Background: an optimization exercise with open tools, aiming at small area. Do not read the settings as production practice. Function was checked by simulation only, so behaviour that the tests miss may differ from the original. No driver is modelled on the clock port, so clocking that relies on it looks cheaper here than on a real chip. No activity file was given, so power comes from the tool's default toggle rates.

`flow/flow/run.sh`:
```
#!/bin/bash
# Own layout flow: the standard ORFS flow (standard.sh) with
#  - the standard synthesis, whose combinational logic is then re-mapped
#    for area by yosys/abc (flip-flops untouched; the smallest of several
#    abc runs is kept),
#  - 1x buffers on the ports,
#  - a clock tree of clkbuf_8 without dummy loads, whose buffers are then
#    downsized where the flip-flops' clock slew stays low (clk_downsize.tcl).
# Each tool's output goes to a log file in this folder.
set -euo pipefail
HERE=$(pwd)
LIB=$FLOW_HOME/platforms/sky130hd/lib/sky130_fd_sc_hd__tt_025C_1v80.lib
R=$HERE/orfs/results/$FLOW_PLATFORM/main/base
YOSYS=$FLOW_HOME/../tools/install/yosys/bin/yosys
[ -x "$YOSYS" ] || YOSYS=yosys
export BUFFER_PORTS_ARGS="-buffer_cell sky130_fd_sc_hd__buf_1"
export CTS_ARGS="-sink_clustering_enable -repair_clock_nets -dont_use_dummy_load -buf_list sky130_fd_sc_hd__clkbuf_8 -sink_clustering_size 16"

export POST_CTS_TCL=$HERE/flow/clk_downsize.tcl

bash standard.sh synth > synth.log 2>&1
python3 flow/libmodels.py "$LIB" > comb_models.v 2> libmodels.log
cp "$R/1_2_yosys.v" std_1_2_yosys.v
# Several abc runs (deepsyn seeds, two mappers); keep the smallest netlist.
MAPS=("dch,-f;amap;topo" "&get,-n;&dch,-f;&nf,-p,-a,-C,32,-R,1000;&put;topo")
runs=()
for seed in 0 1 2 3; do
  for m in 0 1; do
    tag=s${seed}m${m}
    sed -e "s#@LIB@#$LIB#g" -e "s#@IN@#std_1_2_yosys.v#" -e "s#@OUT@#resyn_$tag.v#" \
        -e "s#resyn_stat.txt#resyn_stat_$tag.txt#" \
        -e "s#@SCRIPT@#+strash;\&get,-n;\&deepsyn,-J,50,-S,$seed,-T,300;\&put;${MAPS[$m]}#" \
        flow/resyn.ys > resyn_$tag.ys
    runs+=($tag)
  done
done
for tag in "${runs[@]}"; do
  "$YOSYS" -s resyn_$tag.ys > resyn_$tag.log 2>&1 &
  while [ "$(jobs -rp | wc -l)" -ge "${NUM_CORES:-4}" ]; do sleep 1; done
done
wait
best=""; best_area=""
for tag in "${runs[@]}"; do
  [ -s resyn_$tag.v ] || continue
  a=$(awk '/Chip area/ {print $NF}' resyn_stat_$tag.txt)
  echo "$tag $a" >> resyn_areas.txt
  if [ -z "$best" ] || awk -v a="$a" -v b="$best_area" 'BEGIN {exit !(a < b)}'; then best=$tag; best_area=$a; fi
done
echo "best $best $best_area" >> resyn_areas.txt
cp resyn_$best.v "$R/1_2_yosys.v"
rm -f "$R/1_synth.odb" "$R/1_synth.sdc"
bash standard.sh finish > flow.log 2>&1
```
`flow/constraint.sdc`:
```
create_clock -name core_clock -period 10.0 [get_ports {CLK}]
set_input_delay 2.0000 -clock core_clock [delete_from_list [all_inputs] [get_ports {CLK}]]
set_output_delay 2.0000 -clock core_clock [all_outputs]
set_load 0.01 [all_outputs]
```
`flow/flow/libmodels.py`:
```
# Emit Verilog models of the combinational cells of a liberty file.
import re, sys
src = open(sys.argv[1]).read()
out = []
pos = 0
for m in re.finditer(r'\n\s*cell\s*\(\s*"?(\w+)"?\s*\)\s*\{', src):
    name = m.group(1)
    # find the cell body by brace matching
    i = m.end(); depth = 1
    while depth:
        c = src[i]
        if c == '{': depth += 1
        elif c == '}': depth -= 1
        i += 1
    body = src[m.end():i]
    if re.search(r'\b(ff|latch|statetable)\s*\(', body): continue
    pins = []
    for pm in re.finditer(r'\bpin\s*\(\s*"?(\w+)"?\s*\)\s*\{', body):
        j = pm.end(); d = 1
        while d:
            c = body[j]
            if c == '{': d += 1
            elif c == '}': d -= 1
            j += 1
        pb = body[pm.end():j]
        dm = re.search(r'direction\s*:\s*"?(\w+)"?', pb)
        fm = re.search(r'\bfunction\s*:\s*"([^"]*)"', pb)
        pins.append((pm.group(1), dm.group(1) if dm else None, fm.group(1) if fm else None))
    outs = [p for p in pins if p[1] == 'output']
    ins = [p for p in pins if p[1] == 'input']
    if not outs or any(o[2] is None for o in outs): continue
    def conv(f):
        f = f.replace('!', '~').replace('*', '&').replace('+', '|').replace('^', '^')
        f = re.sub(r"(\w+)'", r"(~\1)", f)
        # implicit AND: "A B" -> "A & B"
        f = re.sub(r'(\w|\))\s+(?=[\w(~])', r'\1 & ', f)
        return f
    ports = ', '.join([p[0] for p in ins] + [p[0] for p in outs])
    out.append('module %s(%s);' % (name, ports))
    for p in ins: out.append('  input %s;' % p[0])
    for p in outs: out.append('  output %s;' % p[0])
    for p in outs: out.append('  assign %s = %s;' % (p[0], conv(p[2])))
    out.append('endmodule')
print('\n'.join(out))
```
`flow/flow/resyn.ys`:
```
# Re-map the combinational logic of the standard synthesis for area
# (run.sh fills in the abc script, tries several and keeps the smallest).
# The flip-flops stay as they are (same instances, names and cell types).
read_verilog comb_models.v
read_liberty -lib -ignore_redef @LIB@
read_verilog @IN@
hierarchy -check -top main
flatten
techmap
opt -fast -full
abc -liberty @LIB@ -dont_use *lpflow* -dont_use *probe* -dont_use *clkbuf* -dont_use *dly* -dont_use *einv* -dont_use *ebuf* -dont_use *conb* -script @SCRIPT@
read_liberty -lib -ignore_redef @LIB@
splitnets
opt_clean -purge
hilomap -singleton -hicell sky130_fd_sc_hd__conb_1 HI -locell sky130_fd_sc_hd__conb_1 LO
insbuf -buf sky130_fd_sc_hd__buf_1 A X
check -assert
tee -o resyn_stat.txt stat -liberty @LIB@
write_verilog -noattr -nohex -nodec @OUT@
```
`flow/design.v`:
```
module main(
	input CLK,
	input rst,
	input T19,
	output T20,
	output LD0,
	output LD1,
	output LD2,
	output LD3,
	output LD4,
	output LD5,
	output LD6,
	output LD7
);
	reg rx_r, rx_d;
	reg [7:0] rx_c;
	reg [7:0] rx_byte;
	always @(posedge CLK)
		if (rst) begin
			rx_r <= 1'b1;
			rx_d <= 1'b1;
		end else begin
			rx_r <= T19;
			rx_d <= rx_r;
		end
	wire rx_dv = rx_c == 8'ha0;
	always @(posedge CLK)
		if (rst || rx_dv || (rx_d && (rx_c == 8'h07 || rx_c == 8'h0f)))
			rx_c <= 8'h07;
		else
			rx_c <= rx_c + 1'b1;
	wire rx_samp = rx_c[3:0] == 4'hf && rx_c[7:4] != 4'd0 && rx_c[7:4] <= 4'd8;
	wire rx_first = rx_c[7:4] == 4'd1;
	wire rx_hold;
	reg rx_z, rx_o;
	always @(posedge CLK)
		if (rx_samp) begin
			rx_z <= !rx_d && (rx_first || rx_z);
			rx_o <= rx_first ? rx_d : (rx_o && !rx_d);
		end
	always @(posedge CLK)
		if (rx_samp && !rx_hold)
			rx_byte <= {rx_d, rx_byte[7:1]};
	wire rx_zero = rx_z;
	wire rx_one = rx_o;
	reg [3:0] ck;
	wire [7:0] b0 = rx_byte;
	assign rx_hold = (ck[3] && ck[2]) || (!ck[3] && (ck[2] || ck[1]));
	always @(posedge CLK)
		if (rst)
			ck <= 4'b0000;
		else if (ck[3]) begin
			if (rx_dv) begin
				if (!ck[0]) begin
					if (rx_zero) ck[0] <= 1'b1;
					else ck <= ck[2] ? 4'b0010 : (4'b1100 | {2'b00, ck[1], 1'b0});
				end else if (rx_zero)
					ck <= ck[2] ? 4'b0010 : (4'b1100 | {2'b00, ck[1], 1'b0});
				else if (rx_one && ck[2])
					ck <= ck[1] ? 4'b0101 : 4'b0100;
				else
					ck <= 4'b0000;
			end
		end else case (ck[2:0])
			3'b000: if (rx_dv && rx_zero) ck <= 4'b0001;
			3'b001: if (rx_dv)
					ck <= rx_zero ? 4'b0000 :
						(rx_byte == 8'd3) ? 4'b1010 :
						(rx_byte == 8'd4) ? 4'b1000 : 4'b0010;
			3'b010: if (rx_dv && rx_zero) ck <= 4'b0011;
			3'b011: if (rx_dv) ck <= rx_zero ? 4'b0010 : 4'b0000;
			3'b101: ck <= 4'b0110;
			3'b110: ck <= 4'b0111;
			default: ck <= 4'b0000;  
		endcase
	reg [7:0] sw;
	always @(posedge CLK)
		if (rst)
			sw <= 8'd0;
		else if (ck == 4'b0100)
			sw <= b0;
	wire press = ck == 4'b0111;
	reg [14:0] ticks;
	reg t20001;
	reg [7:0] counter;
	wire t20000 = ticks == 15'h45e6;
	always @(posedge CLK)
		if (rst || t20001)
			ticks <= 0;
		else
			ticks <= {ticks[13:0], ~(ticks[14] ^ ticks[13])};
	always @(posedge CLK)
		t20001 <= !rst && t20000;
	always @(posedge CLK)
		if (rst)
			counter <= 0;
		else if (t20000)
			counter <= counter + 1'b1;
	wire [7:0] leds = (sw == 8'd0) ? counter : sw;
	assign {LD7, LD6, LD5, LD4, LD3, LD2, LD1, LD0} = leds;
	reg v, f;
	reg [2:0] ar, ac, br, bc;
	always @(posedge CLK)
		if (rst) begin
			v <= 1'b0;
			f <= 1'b0;
			ar <= 3'd1; ac <= 3'd1;  
			br <= 3'd1; bc <= 3'd6;  
		end else begin
			if (t20001 || press) v <= 1'b1;
			if (t20001) f <= !f;
			if (mv_ac) ac <= mv_y;
			if (mv_ar) ar <= mv_y;
			if (mv_bc) bc <= mv_y;
			if (mv_br) br <= mv_y;
		end
	wire bt = press && b0[7:4] == 4'd0;
	wire s_ac = bt && (b0[3:0] == 4'd8 || b0[3:0] == 4'd10);
	wire s_ar = bt && (b0[3:0] == 4'd1 || b0[3:0] == 4'd9);
	wire s_bc = bt && (b0[3:0] == 4'd11 || b0[3:0] == 4'd13);
	wire s_br = bt && (b0[3:0] == 4'd4 || b0[3:0] == 4'd12);
	wire mv_up = b0[3:0] == 4'd10 || b0[3:0] == 4'd9 || b0[3:0] == 4'd13 || b0[3:0] == 4'd12;
	wire [2:0] mv_x = s_ac ? ac : s_ar ? ar : s_bc ? bc : br;
	wire mv_ok = mv_up ? mv_x != 3'd7 : mv_x != 3'd0;
	wire [2:0] mv_y = mv_up ? mv_x + 1'b1 : mv_x - 1'b1;
	wire mv_ac = s_ac && mv_ok;
	wire mv_ar = s_ar && mv_ok;
	wire mv_bc = s_bc && mv_ok;
	wire mv_br = s_br && mv_ok;
	localparam M_IDLE = 4'b0000, M_LCHK = 4'b0001, M_LSTART = 4'b0010, M_LSTOP = 4'b0011, M_LWAIT = 4'b0100,
		M_DCHK = 4'b1001, M_DSTART = 4'b1010, M_DSTOP = 4'b1011, M_DWAIT = 4'b1100, M_FIN = 4'b1000;
	reg [3:0] mo;
	wire mo_stop = mo[2:0] == 3'b011;
	wire mo_wait = mo[2:0] == 3'b100;
	reg [7:0] last_leds;
	reg led_su;
	always @(posedge CLK)
		if (rst) begin
			last_leds <= 8'd0;
			led_su <= 1'b1;
		end else if (!led_su) begin
			last_leds <= leds;
			if (leds != last_leds)
				led_su <= 1'b1;
		end else if (mo == M_LSTOP)
			led_su <= 1'b0;
	localparam VD_IDLE = 2'd0, VD_PREP = 2'd1, VD_UPD = 2'd2, VD_FIN = 2'd3;
	reg [1:0] vd;
	reg sv, sf;
	reg [5:0] sa, sb;
	reg [6:0] vidx;
	always @(posedge CLK)
		if (rst)
			vidx <= 7'd0;
		else if (mo == M_DWAIT && tx_done)
			vidx <= vidx[6] ? 7'd0 : vidx + 1'b1;
	always @(posedge CLK)
		if (rst) begin
			vd <= VD_IDLE;
			sv <= 1'b0;
		end else case (vd)
			VD_IDLE:
			begin
				{sv, sa, sb, sf} <= {v, ar, ac, br, bc, f};
				if (v != sv || (v && {ar, ac, br, bc, f} != {sa, sb, sf}))
					vd <= VD_PREP;
			end
			VD_PREP: vd <= VD_UPD;
			VD_UPD:
				if (mo == M_DSTOP)
					vd <= vidx[6] ? VD_FIN : VD_PREP;
			default: vd <= VD_IDLE;
		endcase
	wire disp_su = vd == VD_UPD;
	wire [5:0] pix_i = vidx[5:0] | {6{vidx[6]}};  
	wire pix_a = sv && pix_i == sa;
	wire pix_b = sv && !pix_a && pix_i == sb;
	reg [3:0] pos;
	wire tx_done = !pos[3];
	reg [7:0] c0;
	reg c1a, c1b, c1c;
	always @(posedge CLK)
		if (rst)
			mo <= M_IDLE;
		else case (mo)
			M_IDLE:   if (led_su || disp_su) mo <= M_LCHK;
			M_LCHK:   mo <= led_su ? M_LSTART : M_DCHK;
			M_LSTART: mo <= M_LSTOP;
			M_LSTOP:  mo <= M_LWAIT;
			M_LWAIT:  if (tx_done) mo <= M_DCHK;
			M_DCHK:   mo <= disp_su ? M_DSTART : M_FIN;
			M_DSTART: mo <= M_DSTOP;
			M_DSTOP:  mo <= M_DWAIT;
			M_DWAIT:  if (tx_done) mo <= M_FIN;
			default:  mo <= M_IDLE;
		endcase
	always @(posedge CLK)
		if (mo == M_LSTART)
			c0 <= last_leds;
	always @(posedge CLK)
		if (mo == M_DSTART) begin
			c1a <= pix_a;
			c1b <= pix_b;
			c1c <= sv && sf && !pix_a && !pix_b &&
				(pix_i == 6'd0 || pix_i == 6'd7 || pix_i == 6'd56);
		end
	wire is_disp = mo[3];
	wire [7:0] d0 = is_disp ? {2'b00, pix_i} : c0;
	wire c0z = d0 == 8'd0;
	reg [7:0] c1;
	always @(*)
		if (c1a) c1 = 8'h3f;
		else if (c1b) c1 = 8'h15;
		else if (c1c) c1 = pix_i[5] ? 8'h03 : (pix_i[0] ? 8'h0c : 8'h30);
		else c1 = 8'h00;
	wire c1z = !(c1a || c1b || c1c);
	reg [7:0] tc;
	always @(posedge CLK)
		if (!pos[3])
			tc <= 8'ha0;
		else if (tc == 8'ha3)
			tc <= 8'h00;
		else
			tc <= tc + 1'b1;
	always @(posedge CLK)
		if (rst)
			pos <= 4'b0000;
		else if (!pos[3]) begin
			if (mo_stop) pos <= 4'b1100;  
		end else if (tc == 8'h9f) begin
			if (pos[2])                   
				pos[2] <= 1'b0;
			else case (pos[1:0])
				2'd0: pos <= {2'b10 | c0z, 2'd1};
				2'd1: pos <= is_disp ? {2'b10 | c1z, 2'd2} : 4'b1111;
				2'd2: pos <= 4'b1111;
				2'd3: pos <= 4'b0000;
			endcase
		end
	reg [7:0] tx_byte;
	always @(*)
		if (pos[2])
			tx_byte = 8'd0;
		else case (pos[1:0])
			2'd0: tx_byte = is_disp ? 8'd6 : 8'd2;
			2'd1: tx_byte = d0;
			2'd2: tx_byte = c1;
			default: tx_byte = 8'd1;
		endcase
	wire [3:0] slot = tc[7:4];
	assign T20 = !pos[3] ? 1'b1 :
		(slot == 4'd0) ? 1'b0 :
		(slot <= 4'd8) ? tx_byte[slot - 1'b1] : 1'b1;
endmodule
```
`flow/config.mk`:
```
export PLATFORM = sky130hd
export DESIGN_NAME = main
export DESIGN_NICKNAME = main
export VERILOG_FILES = /design/flow/design.v
export SDC_FILE = /design/flow/constraint.sdc
export NUM_CORES = 4
export LEC_CHECK = 0
export CAP_MARGIN = 20
export CORE_MARGIN = 2
export CORE_UTILIZATION = 60
export SLEW_MARGIN = 20
```
`flow/flow/clk_downsize.tcl`:
```
# Downsize the clock tree's buffers, one at a time, to the smallest of
# clkbuf_2 / clkbuf_4 / clkbuf_8 that keeps every flip-flop clock pin's
# slew (placement estimate) under my_clk_slew_limit.
proc my_worst_clk_slew {} {
  set worst 0
  foreach pin [get_pins -hierarchical */CLK] {
    set s [get_property $pin slew_max]
    if {$s > $worst} { set worst $s }
  }
  return $worst
}
set my_clk_slew_limit 0.105
estimate_parasitics -placement
foreach inst [get_cells clkbuf_*] {
  set orig [get_property $inst ref_name]
  foreach cand {sky130_fd_sc_hd__clkbuf_2 sky130_fd_sc_hd__clkbuf_4 sky130_fd_sc_hd__clkbuf_8} {
    if {$cand eq $orig} { break }
    replace_cell $inst $cand
    estimate_parasitics -placement
    if {[my_worst_clk_slew] <= $my_clk_slew_limit} { break }
    replace_cell $inst $orig
    estimate_parasitics -placement
  }
  puts "clock buffer [get_property $inst full_name]: $orig -> [get_property $inst ref_name]"
}
puts "worst clock pin slew [my_worst_clk_slew]"
```
`flow/standard.sh`:
```
#!/bin/bash
# synth_recipe.tcl (not shown) runs the flow's synth.tcl, then flattens the netlist and writes it again
# the make line also repeats each setting of config.mk as NAME=value (left out here)
make -C /OpenROAD-flow-scripts/flow DESIGN_CONFIG=/design/flow/config.mk WORK_HOME=/design/flow/orfs CLKGATE_MAP_FILE= SYNTH_SCRIPT=/design/flow/synth_recipe.tcl "${@:-finish}"
```
==> results.yml, run 1 <==
outcome:
  outcome: "finished clean"
critical_path:
  r2r_slack_ps: 6930
  reg2reg_to: "bc[0]"
  crit_chain: "nor2_1, clkinv_1, o21ai_0, a21oi_1, a2111o_1, o21ai_0, a21oi_1, a31oi_1, nor4_1, nor2_1, o21ai_0, buf_1"
  reg2reg_depth: 11
  r2r_start: "rx_byte[2]"
  crit_required_ps: 8000
  startpoint: "vidx[6]"
  start_kind: "register"
  cpMostUsedCell: "o21ai_0"
  endpoint: "T20"
  crit_slowest_cell: "dfxtp_1"
  worst_ep_arrival_time_ps: 2830
  critical_path.max_stage_delay_ps: 370
  path_max_fanout: 8
  endpoint_kind: "output pin"
  path_class: "reg -> out"
sta:
  setup_viol: 0
  fin_crit_sh_pct: 48.3
  fin_ws_ps: 5170
  drv_slew: 0
  finalSetupTns_ps: 0
  rsz0062_at_grt: "no"
  period_minus_slack_ps: 4830
  tightestPinTransition_ps: 876
  finClkSkew_ps: 61.0
  fmax_mhz: 207
  maxSlewHeadroom_pct: 41.0
  hold_violations: 0
cells_and_area:
  antennaDiodeCount: 0
  final_nets: 651
  register_area_mm2: 0.00292
  fillCellCount: 737
  syn_to_final_growth_pct: 6.73
  multi_input_area_mm2: 0.00220
  drive_gt1_share_pct: 3.25
detailed_routing:
  dr.pass1.iters: 7
  drc: 0
  ant_nets: 0
  vias: 4631
  post_drt_wl_per_cell_um: 16.2
  vias_per_cell: 6.14
  drt_iter0_drc: 330
  drt-total-wl_um: 12200
placed_design:
  place.gp.congestion: 0.879
  post-place-ws_ps: 5900
  port_buffers: 11
  dpl.hpwl_um: 9010
grt:
  gr-usage-all-layers_pct: 26.6
  grt_start_max_net_pins: 29
  grt_pass1_vias: 4527
  antenna_found_initial: 0
  grt_pass1_wl_um: 20900
  grt_overflow: 0
die:
  die_area_mm2: 0.00986
  design.core.area_mm2: 0.00876
  rows: 34
  die_w_um: 99.3
  die_h_um: 99.3
  initial_core_util_pct: 62.2
  io_pins: 12
power_and_ir_drop:
  comb_power_share_pct: 8.2
  power_density_mw_per_mm2: 155
  intPower_mw: 0.678
  vdd_drop_max_mv: 0.126
  seq_power_share_pct: 63.8
  p_sw_share_pct: 24.9
  p_leak_nw: 1.90
  p_switching_mw: 0.225
  pwr-share-clk_pct: 28.0
clock_tree:
  clkSinkCount: 129
  clk_pin_slew_ps: 90
  clock_latency_ps: 690
  cts_tree: "done"
logic_synthesis:
  yosys_warnings: 1
  avgSynthCellArea_um2: 8.84
  syn_nets: 619
  synth_cells: 616
  netlist_area_mm2: 0.00545
flow_run:
  max-cap-violations: 0
worst_hold_path:
  min_path_type: "reg -> reg"
flip-flops by register name, summed over array words and instances (netlist names), 3 cells and up:
name,cells
ac,3
sa,6
tc,8
ar,3
br,3
bc,3
sw,8
rx_byte,8
last_leds,8
ticks,15
pos,4
mo,4
counter,8
ck,4
c0,8
sb,6
rx_c,8
vidx,7
metal layers:
metal	wire length (um)	track usage (%)	vias to the layer above
li1	-	-	2301
met1	5380	33.6	2144
met2	6020	43.6	161
met3	558	6.47	25
met4	243	11.4	0
met5	0	0	-
worst min-delay path by stage:
stage                       from         to  slack, ps  depth (start not counted)
global route        last_leds[3]      c0[3]        420                          0
floorplan                   rx_r       rx_d        390                          1
finish              last_leds[3]      c0[3]        400                          0
detailed placement     ticks[11]  ticks[12]        420                          2
global placement            rx_r       rx_d        400                          1
worst max-delay path: cells and delay by family, from the launching register on:
family	cells	cell delay, ps
AOI/OAI and AO/OA	7	950
buffers and inverters	2	330
DFF	1	370
and+or+nand+nor	3	510
per-stage QoR:
stage                     hold slack (ps)  util, %  area, um^2  power [mW]  instances
after floorplan                       391        -        5450       0.636        616
after global placement                397     64.4        5640       0.657        737
after detailed placement              417     64.4        5640       0.660        737
after global routing                  421     66.3        5810       0.944        754
final                                 403     66.3        5810       0.902        754
cell usage in the layout (no fill, tap or decap), drive strengths merged, types with 3 or more instances in the layout:
| master | n |
|---|---|
| clkinv | 92 |
| and3 | 9 |
| or2 | 6 |
| a221oi | 12 |
| and2 | 4 |
| a22oi | 3 |
| a211oi | 18 |
| nand3 | 13 |
| edfxtp | 34 |
| o21a | 4 |
| or3 | 4 |
| o221ai | 5 |
| clkbuf | 17 |
| nor4 | 8 |
| a21oi | 22 |
| buf | 13 |
| o21ai | 39 |
| nor3 | 18 |
| nor2 | 102 |
| a32o | 4 |
| nand4 | 6 |
| o211ai | 4 |
| a31oi | 7 |
| a2111oi | 5 |
| nand2 | 44 |
| dfxtp | 95 |
| o22ai | 26 |
power groups by stage:
stage                     clock (mW)  sequential [mW]  combinational (mW)
final                          0.253            0.576              0.0737
after global routing           0.282            0.579              0.0832
after detailed placement           0            0.587              0.0725
after global placement             0            0.587              0.0700
after floorplan                    0            0.581              0.0556
cell type report:
cell class | instances | area share [%]
Sequential cell | 129 | 50.3
Multi-Input combinational cell | 395 | 37.8
Inverter | 92 | 5.94
Clock buffer | 17 | 2.73
Tap cell | 108 | 2.32
Timing Repair Buffer | 13 | 0.968
==> run 2: changes to the inputs <==
--- a/flow/flow/run.sh
+++ b/flow/flow/run.sh
@@ -22,9 +22,9 @@
 python3 flow/libmodels.py "$LIB" > comb_models.v 2> libmodels.log
 cp "$R/1_2_yosys.v" std_1_2_yosys.v
 # Several abc runs (deepsyn seeds, two mappers); keep the smallest netlist.
-MAPS=("dch,-f;amap;topo" "&get,-n;&dch,-f;&nf,-p,-a,-C,32,-R,1000;&put;topo")
+MAPS=("dch,-f;amap;topo" "\&get,-n;\&dch,-f;\&nf,-p,-a,-C,32,-R,1000;\&put;topo")
 runs=()
-for seed in 0 1 2 3; do
+for seed in 0 1 2 3 4 5; do
   for m in 0 1; do
     tag=s${seed}m${m}
     sed -e "s#@LIB@#$LIB#g" -e "s#@IN@#std_1_2_yosys.v#" -e "s#@OUT@#resyn_$tag.v#" \
--- a/flow/flow/clk_downsize.tcl
+++ b/flow/flow/clk_downsize.tcl
@@ -9,7 +9,7 @@
   }
   return $worst
 }
-set my_clk_slew_limit 0.105
+set my_clk_slew_limit 0.110
 estimate_parasitics -placement
 foreach inst [get_cells clkbuf_*] {
   set orig [get_property $inst ref_name]
--- a/flow/config.mk
+++ b/flow/config.mk
@@ -7,5 +7,5 @@
 export LEC_CHECK = 0
 export CAP_MARGIN = 20
 export CORE_MARGIN = 2
-export CORE_UTILIZATION = 60
+export CORE_UTILIZATION = 72
 export SLEW_MARGIN = 20
==> results.yml, run 2 <==
clock_tree:
  cts_tree: "done"
  clk_pin_slew_ps: 100
  clock_latency_ps: 690
  clkSinkCount: 129
detailed_routing:
  dr.pass1.iters: 6
  drt-total-wl_um: 12300
  drc: 0
  drt_iter0_drc: 399
  ant_nets: 0
  vias: 4567
  post_drt_wl_per_cell_um: 17.5
  vias_per_cell: 6.51
critical_path:
  start_kind: "register"
  cpMostUsedCell: "o221ai_1"
  startpoint: "mo[3]"
  crit_slowest_cell: "dfxtp_1"
  crit_chain: "nand2b_1, o221ai_1, a22oi_1, o221ai_1, a32oi_1, a31oi_1, o211ai_1, buf_1"
  reg2reg_to: "ac[0]"
  r2r_start: "rx_byte[1]"
  endpoint_kind: "output pin"
  path_max_fanout: 22
  r2r_slack_ps: 7070
  worst_ep_arrival_time_ps: 2780
  reg2reg_depth: 9
  path_class: "reg -> out"
  crit_required_ps: 8000
  critical_path.max_stage_delay_ps: 730
worst_hold_path:
  worstHoldEndpoint: "rx_c[0]"
  hp-start: "rx_c[0]"
  min_path_type: "reg -> reg"
  whs_path_depth: 1
placed_design:
  dpl-instance-area_mm2: 0.00561
  dp_cells: 683
  dpl.hpwl_um: 8780
  post-place-ws_ps: 5920
  port_buffers: 11
  place.gp.congestion: 0.915
cells_and_area:
  antennaDiodeCount: 0
  final_nets: 607
  fillCellCount: 525
  syn_to_final_growth_pct: 6.08
  final_cell_mix: "95 x dfxtp_1, 54 x nand2_1, 53 x nor2_1, 50 x a21oi_1, 45 x o21ai_0"
  multi_input_area_mm2: 0.00241
  layout.cells.non_filler: 701
  drive_gt1_share_pct: 3.32
  largest_reg_flops: 15
  register_area_mm2: 0.00292
  design_area_mm2: 0.00576
  final_common_cell: "dfxtp_1"
  top_register: "ticks"
sta:
  tightestPinTransition_ps: 890
  finalSetupTns_ps: 0
  hold_violations: 0
  maxSlewHeadroom_pct: 40.2
  drv_slew: 0
  fin_crit_sh_pct: 47.8
  period_minus_slack_ps: 4780
  rsz0062_at_grt: "no"
  fmax_mhz: 209
  fin_ws_ps: 5220
  finClkSkew_ps: 54.0
  setup_viol: 0
  whs_ps: 428
logic_synthesis:
  syn_nets: 575
  netlist_area_mm2: 0.00543
  yosys_warnings: 1
  synth_cells: 572
  avgSynthCellArea_um2: 9.50
outcome:
  outcome: "finished clean"
power_and_ir_drop:
  power_density_mw_per_mm2: 156
  p_leak_nw: 1.95
  vdd_drop_max_mv: 0.135
grt:
  antenna_found_initial: 0
  grt_pass1_wl_um: 20500
  gr-usage-all-layers_pct: 31.1
  grt_overflow: 0
  grt_pass1_vias: 4416
  grt_start_max_net_pins: 36
die:
  die_h_um: 90.9
  die_area_mm2: 0.00825
  design.core.area_mm2: 0.00729
  io_pins: 12
  rows: 31
  die_w_um: 90.9
  initial_core_util_pct: 74.5
flow_run:
  max-cap-violations: 0
[run 2: cell types whose count changed in the layout (fill, tap and decap cells not counted), sizes merged, moves of 16 or more]
cell,change
clkinv,-64
nor2,-49
a21oi,+28
o22ai,-21
a211oi,-17
and2,+16
[run 2: cell type report]
class / count / area share [%]
repair buffers: 13 / 0.977
multi-input cells: 415 / 41.8
clock buffers: 17 / 2.52
inverters: 28 / 1.82
well taps: 99 / 2.15
flip-flops and latches: 129 / 50.7
[run 2: through the flow]
stage          power [mW]  utilization, %
3_5_place_dp        0.660            76.9
6_report            0.898            79.0
2_1_floorplan       0.636               -
3_3_place_gp        0.656            76.9
5_1_grt             0.927            79.0
[run 2: per-layer routing]
layer  up-vias  wire, um  part of all wire [%]  global-route usage [%]
li1       2175         -                     -                       -
met1      2125      5010                    41                    36.5
met4         0       389                   3.2                    14.5
met3        50       785                   6.4                    7.85
met5         -         0                     0                       0
met2       217      6100                    50                    53.5
[run 2: power by group]
| part | total (mW) | switching, mW | internal [mW] |
|---|---|---|---|
| clock network | 0.248 | 0.160 | 0.0881 |
| logic | 0.0697 | 0.0448 | 0.0250 |
| registers | 0.581 | 0.0247 | 0.556 |
[run 2: how the worst max path moves through the flow]
stage | cells after the start | end | slack (ps)
6_report | 8 | T20 | 5220
5_1_grt | 9 | T20 | 5010
3_5_place_dp | 7 | sw[6] | 5920
3_3_place_gp | 7 | T20 | 6040
2_1_floorplan | 6 | T20 | 6230
[run 2: worst max-delay path, delay by kind of cell (launching register included)]
kind,cells,cell delay [ps]
AOI/OAI and AO/OA,6,1020
DFF,1,730
and+or+nand+nor,1,200
buffers and inverters,1,150
==> run 3: changes to the inputs <==
--- a/flow/config.mk
+++ b/flow/config.mk
@@ -7,5 +7,5 @@
 export LEC_CHECK = 0
 export CAP_MARGIN = 20
 export CORE_MARGIN = 2
-export CORE_UTILIZATION = 72
+export CORE_UTILIZATION = 60
 export SLEW_MARGIN = 20
==> results.yml, run 3 <==
critical_path:
  start_kind: "register"
  path_class: "reg -> out"
  crit_chain: "nor2_1, a21oi_1, o21ai_0, a22oi_1, o221ai_1, a32oi_1, a31oi_1, o211ai_1, buf_1"
  path_max_fanout: 14
  worst_ep_arrival_time_ps: 2660
  critical_path.max_stage_delay_ps: 600
  crit_required_ps: 8000
  endpoint_kind: "output pin"
  crit_slowest_cell: "dfxtp_1"
  crit_family: "compound AO/OA/AOI/OAI gates"
  crit_buf_inv: 1
flow_run:
  max-cap-violations: 0
detailed_routing:
  vias_per_cell: 6.26
  drc: 0
  ant_nets: 0
  dr.pass1.iters: 5
  drt_iter0_drc: 260
  vias: 4436
  post_drt_wl_per_cell_um: 16.4
  drt-total-wl_um: 11600
logic_synthesis:
  synth_cells: 572
  netlist_area_mm2: 0.00543
  syn_nets: 575
  avgSynthCellArea_um2: 9.50
  yosys_warnings: 1
cells_and_area:
  drive_gt1_share_pct: 3.16
  top_register: "ticks"
  design_area_mm2: 0.00577
  largest_reg_flops: 15
  layout.cells.non_filler: 709
  final_cell_mix: "95 x dfxtp_1, 54 x nand2_1, 53 x nor2_1, 50 x a21oi_1, 45 x o21ai_0"
  final_common_cell: "dfxtp_1"
  antennaDiodeCount: 0
  final_nets: 606
  fin_util_pct: 65.8
  syn_to_final_growth_pct: 6.22
grt:
  grt_overflow: 0
  grt_pass1_vias: 4184
  antenna_found_initial: 0
  grt_pass1_wl_um: 19900
  grt_start_max_net_pins: 36
  gr-usage-all-layers_pct: 25.1
placed_design:
  place.gp.congestion: 0.857
  dpl.hpwl_um: 8400
  post-place-ws_ps: 5960
  dpl-instance-area_mm2: 0.00562
  dp_cells: 692
  port_buffers: 11
power_and_ir_drop:
  p_sw_share_pct: 25.0
  fin_total_pwr_mw: 0.890
  power_density_mw_per_mm2: 154
  seq_power_share_pct: 65.3
  p_leak_nw: 1.94
  intPower_mw: 0.667
  p_switching_mw: 0.223
  vdd_drop_max_mv: 0.118
  pwr-share-clk_pct: 27.0
  comb_power_share_pct: 7.7
sta:
  finClkSkew_ps: 62.8
  setup_viol: 0
  drv_slew: 0
  hold_violations: 0
  period_minus_slack_ps: 4660
  rsz0062_at_grt: "no"
  whs_ps: 408
  tightestPinTransition_ps: 796
  fin_ws_ps: 5340
  fin_crit_sh_pct: 46.6
  finalSetupTns_ps: 0
  fmax_mhz: 215
  maxSlewHeadroom_pct: 46.5
die:
  die_h_um: 99.1
  rows: 34
  die_w_um: 99.1
  initial_core_util_pct: 62.0
  design.core.area_mm2: 0.00876
  die_area_mm2: 0.00983
  io_pins: 12
outcome:
  outcome: "finished clean"
worst_hold_path:
  min_path_type: "reg -> reg"
clock_tree:
  clkSinkCount: 129
  cts_tree: "done"
  clk_pin_slew_ps: 80
  clock_latency_ps: 650
==> run 3: final timing paths <==
path               from      end  slack (ps)  depth (start not counted)
max             vidx[6]      T20        5340                          9
min             rx_c[0]  rx_c[0]         410                          1
max reg2reg  rx_byte[1]    ac[0]        6940                          9
min reg2reg     rx_c[0]  rx_c[0]         410                          1
==> run 3: power by group through the flow <==
stage	Sequential (mW)	Clock [mW]	Combinational (mW)
finish	0.581	0.241	0.0685
global route	0.585	0.269	0.0787
detailed placement	0.593	0	0.0673
global placement	0.592	0	0.0650
floorplan	0.585	0	0.0516
==> run 3: per-layer routing <==
metal / vias up / routed length, um / GRT usage [%]
met5: - / 0 / 0
li1: 2181 / - / -
met2: 122 / 5780 / 42.8
met1: 2111 / 5150 / 31.4
met3: 22 / 546 / 6.18
met4: 0 / 171 / 8.64
==> run 3: final cells by class <==
cell class                 instances  area [um^2]
tap                              108          135
timing repair buffer              12         48.8
fill                             760         2990
inverter                          28          105
sequential                       129         2920
multi-input combinational        415         2410
clock buffer                      17          143
==> run 4: changes to the inputs <==
--- a/flow/design.v
+++ b/flow/design.v
@@ -174,7 +174,7 @@
 	wire disp_su = vd == VD_UPD;
 	wire [5:0] pix_i = vidx[5:0] | {6{vidx[6]}};  
 	wire pix_a = sv && pix_i == sa;
-	wire pix_b = sv && !pix_a && pix_i == sb;
+	wire pix_b = sv && pix_i == sb;
 	reg [3:0] pos;
 	wire tx_done = !pos[3];
 	reg [7:0] c0;
@@ -201,8 +201,7 @@
 		if (mo == M_DSTART) begin
 			c1a <= pix_a;
 			c1b <= pix_b;
-			c1c <= sv && sf && !pix_a && !pix_b &&
-				(pix_i == 6'd0 || pix_i == 6'd7 || pix_i == 6'd56);
+			c1c <= sv && sf && (pix_i == 6'd0 || pix_i == 6'd7 || pix_i == 6'd56);
 		end
 	wire is_disp = mo[3];
 	wire [7:0] d0 = is_disp ? {2'b00, pix_i} : c0;
--- a/flow/flow/run.sh
+++ b/flow/flow/run.sh
@@ -24,12 +24,14 @@
 # Several abc runs (deepsyn seeds, two mappers); keep the smallest netlist.
 MAPS=("dch,-f;amap;topo" "\&get,-n;\&dch,-f;\&nf,-p,-a,-C,32,-R,1000;\&put;topo")
 runs=()
-for seed in 0 1 2 3 4 5; do
+for run in 0 1 2 3 4 5 6 7 8; do
+  # deepsyn: seeds 0-5 with 50 steps without gain, seeds 0-2 with 200
+  seed=$((run % 6)); steps=50; [ $run -ge 6 ] && steps=200
   for m in 0 1; do
-    tag=s${seed}m${m}
+    tag=r${run}m${m}
     sed -e "s#@LIB@#$LIB#g" -e "s#@IN@#std_1_2_yosys.v#" -e "s#@OUT@#resyn_$tag.v#" \
         -e "s#resyn_stat.txt#resyn_stat_$tag.txt#" \
-        -e "s#@SCRIPT@#+strash;\&get,-n;\&deepsyn,-J,50,-S,$seed,-T,300;\&put;${MAPS[$m]}#" \
+        -e "s#@SCRIPT@#+strash;\&get,-n;\&deepsyn,-J,$steps,-S,$seed,-T,300;\&put;${MAPS[$m]}#" \
         flow/resyn.ys > resyn_$tag.ys
     runs+=($tag)
   done
==> flow/flow/clk_downsize.tcl (replaced) <==
# Downsize the clock tree's buffers, one at a time (leaf buffers first, then
# the ones above them), to the smallest clkbuf that keeps every flip-flop
# clock pin's slew (placement estimate) under my_clk_slew_limit.
proc my_worst_clk_slew {} {
  set worst 0
  foreach pin [get_pins -hierarchical */CLK] {
    set s [get_property $pin slew_max]
    if {$s > $worst} { set worst $s }
  }
  return $worst
}
set my_clk_slew_limit 0.110
estimate_parasitics -placement
set my_bufs {}
foreach c [get_cells clkbuf_*] { lappend my_bufs [get_full_name $c] }
set my_bufs [lsort -decreasing -dictionary $my_bufs]
foreach name $my_bufs {
  set inst [get_cells $name]
  set orig [get_property $inst ref_name]
  foreach cand {sky130_fd_sc_hd__clkbuf_1 sky130_fd_sc_hd__clkbuf_2 sky130_fd_sc_hd__clkbuf_4 sky130_fd_sc_hd__clkbuf_8} {
    if {$cand eq $orig} { break }
    replace_cell $inst $cand
    estimate_parasitics -placement
    if {[my_worst_clk_slew] <= $my_clk_slew_limit} { break }
    replace_cell $inst $orig
    estimate_parasitics -placement
  }
  puts "clock buffer $name: $orig -> [get_property $inst ref_name]"
}
puts "worst clock pin slew [my_worst_clk_slew]"
==> results.yml, run 4 <==
outcome:
  outcome: "finished clean"
clock_tree:
  clkSinkCount: 129
  cts_tree: "done"
  clk_pin_slew_ps: 90
  clock_latency_ps: 650
worst_hold_path:
  whs_path_depth: 1
  min_path_type: "reg -> reg"
detailed_routing:
  drc: 0
  drt-total-wl_um: 11600
  drt_iter0_drc: 180
  dr.pass1.iters: 5
  vias_per_cell: 6.16
  ant_nets: 0
  vias: 4218
  post_drt_wl_per_cell_um: 16.9
die:
  rows: 34
  initial_core_util_pct: 61.7
  design.core.area_mm2: 0.00868
  die_w_um: 98.4
  die_h_um: 98.4
  io_pins: 12
  die_area_mm2: 0.00969
critical_path:
  r2r_slack_ps: 6580
  endpoint_kind: "output pin"
  critical_path.max_stage_delay_ps: 510
  start_kind: "register"
  reg2reg_depth: 11
  crit_chain: "or4_1, nor4_1, nor2b_1, a21oi_1, clkinv_1, buf_1"
  crit_slowest_cell: "or4_1"
  path_class: "reg -> out"
  path_max_fanout: 7
  crit_required_ps: 8000
  worst_ep_arrival_time_ps: 2620
sta:
  hold_violations: 0
  setup_viol: 0
  drv_slew: 0
  tightestPinTransition_ps: 765
  fin_ws_ps: 5380
  fmax_mhz: 216
  fin_crit_sh_pct: 46.2
  finalSetupTns_ps: 0
  rsz0062_at_grt: "no"
  period_minus_slack_ps: 4620
  maxSlewHeadroom_pct: 48.5
  finClkSkew_ps: 78.4
grt:
  grt_overflow: 0
  grt_start_max_net_pins: 33
  gr-usage-all-layers_pct: 25.2
  antenna_found_initial: 0
  grt_pass1_vias: 4104
  grt_pass1_wl_um: 19600
flow_run:
  max-cap-violations: 0
power_and_ir_drop:
  seq_power_share_pct: 66.2
  p_leak_nw: 2.00
  comb_power_share_pct: 5.7
  intPower_mw: 0.651
  power_density_mw_per_mm2: 149
  vdd_drop_max_mv: 0.101
  p_switching_mw: 0.199
  p_sw_share_pct: 23.4
  fin_total_pwr_mw: 0.850
  pwr-share-clk_pct: 28.1
cells_and_area:
  final_common_cell: "dfxtp_1"
  largest_reg_flops: 15
  top_register: "ticks"
  final_nets: 582
  syn_to_final_growth_pct: 6.41
  antennaDiodeCount: 0
  final_cell_mix: "95 x dfxtp_1, 54 x nor2_1, 51 x a21oi_1, 42 x nand2_1, 35 x o21ai_0"
  drive_gt1_share_pct: 3.64
logic_synthesis:
  syn_nets: 549
  synth_cells: 546
  netlist_area_mm2: 0.00535
  yosys_warnings: 1
  avgSynthCellArea_um2: 9.80
placed_design:
  post-place-ws_ps: 6100
  place.gp.congestion: 0.902
  port_buffers: 11
  dpl.hpwl_um: 8250
==> run 4: cell type report <==
type	count	area [um^2]
clock buffer	17	139
inverter	19	71.3
fill	719	2980
timing repair buffer	14	63.8
sequential	129	2920
tap	108	135
multi-input combinational	398	2360
==> run 4: routing by layer <==
metal / wire (um) / global-route usage, %
met5: 0 / 0
met2: 5720 / 41.8
met3: 357 / 4.75
met4: 177 / 10.0
met1: 5340 / 32.9
==> run 4: worst max-delay path: cells and delay by family (launching register included) <==
family | cells | cell delay, ps
flops | 1 | 330
compound gates | 1 | 240
simple gates | 3 | 1190
buf+inv | 2 | 230
==> run 4: metrics by stage <==
stage	cell area, um^2	util (%)	hold WS, ps	cells
2_1_floorplan	5350	-	376	546
3_3_place_gp	5550	64.0	387	668
3_5_place_dp	5560	64.0	402	668
5_1_grt	5690	65.6	458	685
6_report	5690	65.6	414	685
==> run 4: final timing paths <==
check | from | endpoint
worst max-delay path | sw[7] | LD4
worst min-delay path | rx_c[0] | rx_c[0]
worst max register to register | rx_byte[1] | bc[2]
worst min register to register | rx_c[0] | rx_c[0]
==> run 4: power groups by stage <==
stage	logic, mW	clock network [mW]	registers, mW
floorplan	0.0362	0	0.571
global placement	0.0472	0	0.574
detailed placement	0.0481	0	0.575
global route	0.0550	0.262	0.566
finish	0.0482	0.239	0.563
==> run 5: changes to the inputs <==
--- a/flow/design.v
+++ b/flow/design.v
@@ -98,17 +98,16 @@
 			counter <= counter + 1'b1;
 	wire [7:0] leds = (sw == 8'd0) ? counter : sw;
 	assign {LD7, LD6, LD5, LD4, LD3, LD2, LD1, LD0} = leds;
-	reg v, f;
+	reg v;
+	wire f = counter[0] ^ t20001;
 	reg [2:0] ar, ac, br, bc;
 	always @(posedge CLK)
 		if (rst) begin
 			v <= 1'b0;
-			f <= 1'b0;
 			ar <= 3'd1; ac <= 3'd1;  
 			br <= 3'd1; bc <= 3'd6;  
 		end else begin
 			if (t20001 || press) v <= 1'b1;
-			if (t20001) f <= !f;
 			if (mv_ac) ac <= mv_y;
 			if (mv_ar) ar <= mv_y;
 			if (mv_bc) bc <= mv_y;
==> results.yml, run 5 <==
cells_and_area:
  multi_input_area_mm2: 0.00236
  final_common_cell: "dfxtp_1"
  drive_gt1_share_pct: 3.58
  final_cell_mix: "94 x dfxtp_1, 57 x nor2_1, 54 x a21oi_1, 42 x o21ai_0, 42 x nand2_1"
  antennaDiodeCount: 0
  final_nets: 592
  design_area_mm2: 0.00567
  top_register: "ticks"
  fillCellCount: 758
  largest_reg_flops: 15
  register_area_mm2: 0.00290
  syn_to_final_growth_pct: 6.26
  fin_util_pct: 65.3
detailed_routing:
  drt_iter0_drc: 329
  dr.pass1.iters: 5
  post_drt_wl_per_cell_um: 16.6
  drc: 0
  vias: 4384
  drt-total-wl_um: 11600
  ant_nets: 0
  vias_per_cell: 6.31
grt:
  grt_pass1_wl_um: 20000
  grt_start_max_net_pins: 32
  antenna_found_initial: 0
  grt_pass1_vias: 4185
  gr-usage-all-layers_pct: 25.4
  grt_overflow: 0
placed_design:
  dpl-instance-area_mm2: 0.00553
  dpl.hpwl_um: 8320
  place.gp.congestion: 0.924
  port_buffers: 11
sta:
  finalSetupTns_ps: 0
  whs_ps: 423
  hold_violations: 0
  setup_viol: 0
  fin_crit_sh_pct: 46.7
  fmax_mhz: 214
  maxSlewHeadroom_pct: 45.8
  tightestPinTransition_ps: 809
  drv_slew: 0
  period_minus_slack_ps: 4670
  rsz0062_at_grt: "no"
  finClkSkew_ps: 72.2
logic_synthesis:
  syn_nets: 561
  synth_cells: 558
  yosys_warnings: 1
  netlist_area_mm2: 0.00534
  avgSynthCellArea_um2: 9.56
critical_path:
  startpoint: "mo[3]"
  reg2reg_to: "ac[2]"
  path_max_fanout: 15
  reg2reg_depth: 11
  endpoint: "T20"
  endpoint_kind: "output pin"
  worst_ep_arrival_time_ps: 2670
  r2r_slack_ps: 6990
  r2r_start: "rx_byte[2]"
  crit_required_ps: 8000
  start_kind: "register"
  path_class: "reg -> out"
clock_tree:
  clkSinkCount: 128
  clk_pin_slew_ps: 110
  clock_latency_ps: 500
  cts_tree: "done"
die:
  rows: 34
  die_h_um: 98.3
  initial_core_util_pct: 61.5
  die_area_mm2: 0.00966
  die_w_um: 98.3
  design.core.area_mm2: 0.00868
  io_pins: 12
worst_hold_path:
  whs_path_depth: 1
  min_path_type: "reg -> reg"
power_and_ir_drop:
  vdd_drop_max_mv: 0.117
  p_leak_nw: 1.97
  power_density_mw_per_mm2: 148
flow_run:
  max-cap-violations: 0
outcome:
  outcome: "finished clean"
==> run 5: power by group <==
group | switching (mW) | internal, mW | total [mW]
sequential | 0.0143 | 0.546 | 0.560
clock | 0.152 | 0.0765 | 0.229
combinational | 0.0307 | 0.0169 | 0.0476
total | 0.197 | 0.639 | 0.837
==> run 5: cell type report <==
type / instances / area share, %
Inverter: 26 / 1.72
Multi-Input combinational cell: 404 / 41.6
Tap cell: 108 / 2.38
Timing Repair Buffer: 12 / 0.861
Sequential cell: 128 / 51.2
Clock buffer: 17 / 2.25
==> run 5: how the worst min path moves through the flow <==
stage	start	end	slack, ps
final	rx_c[0]	rx_c[0]	420
after floorplan	rx_c[0]	rx_c[0]	380
after global placement	rx_c[0]	rx_c[0]	390
after detailed placement	rx_c[0]	rx_c[0]	400
after global routing	rx_c[0]	rx_c[0]	460
==> run 5: worst max-delay path, stage by stage (launching register included) <==
cell and delay, ps:
dfxtp_1 630, clkinv_1 300, o311ai_0 400, o211ai_1 150, a21oi_1 150, a21oi_1 50
o311ai_0 300, buf_1 190
==> run 5: through the flow <==
stage	setup WS [ps]	cells	power, mW
detailed placement	5900	678	0.619
global placement	5970	678	0.617
floorplan	6070	558	0.602
global route	5060	695	0.872
finish	5330	695	0.837
==> run 5: layer usage <==
layer	track usage, %	share of wire [%]
met2	43.0	49
met1	32.9	44
met5	0	0
met4	7.17	1.2
met3	5.94	5.4
==> run 6: changes to the inputs <==
--- a/flow/design.v
+++ b/flow/design.v
@@ -177,7 +177,7 @@
 	reg [3:0] pos;
 	wire tx_done = !pos[3];
 	reg [7:0] c0;
-	reg c1a, c1b, c1c;
+	wire c1a = c0[2], c1b = c0[1], c1c = c0[0];
 	always @(posedge CLK)
 		if (rst)
 			mo <= M_IDLE;
@@ -196,12 +196,8 @@
 	always @(posedge CLK)
 		if (mo == M_LSTART)
 			c0 <= last_leds;
-	always @(posedge CLK)
-		if (mo == M_DSTART) begin
-			c1a <= pix_a;
-			c1b <= pix_b;
-			c1c <= sv && sf && (pix_i == 6'd0 || pix_i == 6'd7 || pix_i == 6'd56);
-		end
+		else if (mo == M_DSTART)
+			c0[2:0] <= {pix_a, pix_b, sv && sf && (pix_i == 6'd0 || pix_i == 6'd7 || pix_i == 6'd56)};
 	wire is_disp = mo[3];
 	wire [7:0] d0 = is_disp ? {2'b00, pix_i} : c0;
 	wire c0z = d0 == 8'd0;
==> results.yml, run 6 <==
detailed_routing:
  drc: 0
  ant_nets: 0
  dr.pass1.iters: 16
  vias: 4289
  drt-total-wl_um: 11400
  post_drt_wl_per_cell_um: 16.5
  drt_iter0_drc: 299
  vias_per_cell: 6.22
clock_tree:
  clk_pin_slew_ps: 80
  clock_latency_ps: 510
  cts_tree: "done"
  clkSinkCount: 125
sta:
  maxSlewHeadroom_pct: 30.6
  finalSetupTns_ps: 0
  setup_viol: 0
  period_minus_slack_ps: 4700
  finClkSkew_ps: 51.7
  fmax_mhz: 213
  rsz0062_at_grt: "no"
  tightestPinTransition_ps: 1040
  fin_crit_sh_pct: 47.0
  hold_violations: 0
  drv_slew: 0
power_and_ir_drop:
  pwr-share-clk_pct: 28.1
  intPower_mw: 0.636
  comb_power_share_pct: 6.4
  power_density_mw_per_mm2: 150
  vdd_drop_max_mv: 0.146
  p_switching_mw: 0.202
  p_sw_share_pct: 24.1
  p_leak_nw: 1.93
  seq_power_share_pct: 65.5
cells_and_area:
  fillCellCount: 744
  top_register: "ticks"
  multi_input_area_mm2: 0.00236
  final_nets: 586
  syn_to_final_growth_pct: 6.27
  drive_gt1_share_pct: 3.44
  register_area_mm2: 0.00281
  antennaDiodeCount: 0
  layout.cells.non_filler: 689
  largest_reg_flops: 15
  final_common_cell: "dfxtp_1"
  final_cell_mix: "94 x dfxtp_1, 58 x nor2_1, 47 x a21oi_1, 37 x o21ai_0, 36 x nand2_1"
  fin_util_pct: 64.8
die:
  rows: 34
  io_pins: 12
  die_area_mm2: 0.00954
  die_w_um: 97.7
  die_h_um: 97.7
  initial_core_util_pct: 61.0
  design.core.area_mm2: 0.00864
critical_path:
  critical_path.max_stage_delay_ps: 690
  crit_slowest_cell: "dfxtp_1"
  crit_required_ps: 8000
  worst_ep_arrival_time_ps: 2700
  path_class: "reg -> out"
  crit_chain: "nor2b_1, a2111oi_0, o221ai_1, nand3_1, o21ai_0, a32oi_1, o311ai_0, buf_1"
  crit_family: "compound AO/OA/AOI/OAI gates"
  crit_buf_inv: 1
  start_kind: "register"
  endpoint_kind: "output pin"
  path_max_fanout: 20
placed_design:
  port_buffers: 11
  place.gp.congestion: 0.918
  dpl.hpwl_um: 7980
  dp_cells: 672
flow_run:
  max-cap-violations: 0
grt:
  antenna_found_initial: 0
  gr-usage-all-layers_pct: 24.9
  grt_overflow: 0
  grt_pass1_vias: 4020
  grt_pass1_wl_um: 19300
  grt_start_max_net_pins: 36
logic_synthesis:
  synth_cells: 552
  syn_nets: 555
  avgSynthCellArea_um2: 9.54
  netlist_area_mm2: 0.00527
  yosys_warnings: 1
worst_hold_path:
  min_path_type: "reg -> reg"
outcome:
  outcome: "finished clean"
run 6: final timing paths:
check | end | cells after the start | startpoint | slack, ps
setup / recovery | T20 | 8 | mo[3] | 5300
hold / removal | rx_d | 1 | rx_r | 420
hold reg to reg | rx_d | 1 | rx_r | 420
setup reg to reg | bc[1] | 10 | rx_byte[1] | 7090
run 6: area by class of cell:
class	count	share of cell area (%)
Clock buffer	17	2.44
Inverter	28	1.88
Tap cell	108	2.41
Multi-Input combinational cell	399	42.1
Sequential cell	125	50.3
Timing Repair Buffer	12	0.872
run 6: power by group through the flow:
stage                     Sequential, mW  Clock (mW)  Combinational, mW
after floorplan                    0.555           0             0.0415
after global placement             0.559           0             0.0522
after detailed placement           0.560           0             0.0538
after global routing               0.551       0.261             0.0611
final                              0.549       0.235             0.0540
run 6: per-stage QoR:
step           setup WS (ps)  power (mW)  instance area (um^2)  hold slack, ps
2_1_floorplan           6110       0.597                  5270             391
3_3_place_gp            5950       0.612                  5460             401
3_5_place_dp            5860       0.614                  5460             408
5_1_grt                 5110       0.874                  5600             435
6_report                5300       0.838                  5600             423
run 6: layer usage:
| layer | global-route usage (%) | vias up | part of all wire [%] |
|---|---|---|---|
| met5 | 0 | - | 0 |
| met3 | 6.19 | 16 | 6.8 |
| met4 | 8.01 | 0 | 1.2 |
| met1 | 34.8 | 1993 | 46 |
| met2 | 38.4 | 177 | 46 |
| li1 | - | 2103 | - |

static timing again, ports no longer ideal:
In the flow no input, the clock included, has a driving cell. The finished layouts below were timed again as built, in two steps. Step 1 (the two cells are an assumption about what drives the block):
set clk [get_ports {CLK}]
set_driving_cell -lib_cell sky130_fd_sc_hd__clkbuf_16 $clk
set_driving_cell -lib_cell sky130_fd_sc_hd__buf_2 [delete_from_list [all_inputs] $clk]
Step 2 moves the port delays by t, midway between the first and last clock arrival at a register: inputs arrive t later, outputs are due t later. That takes back most of the time a late clock gives input paths. Three values: ideal ports, drivers, drivers and shift; two values: the first two.
run	shift t [ns]	setup WS [ns]	latest minus earliest clock arrival (ns)	slew at the worst register clock pin (ns)
run 1	0.690	5.171 / 5.140 / 5.830	0.063 / 0.063	0.11 / 0.11
run 2	0.702	5.216 / 5.186 / 5.820	0.065 / 0.065	0.11 / 0.11
run 3	0.643	5.341 / 5.313 / 5.955	0.063 / 0.063	0.10 / 0.10
run 4	0.643	5.377 / 5.346 / 5.989	0.078 / 0.078	0.11 / 0.11
run 5	0.497	5.332 / 5.300 / 5.797	0.072 / 0.072	0.11 / 0.11
run 6	0.520	5.302 / 5.270 / 5.790	0.052 / 0.052	0.11 / 0.11
After both steps every run listed still meets setup and hold.
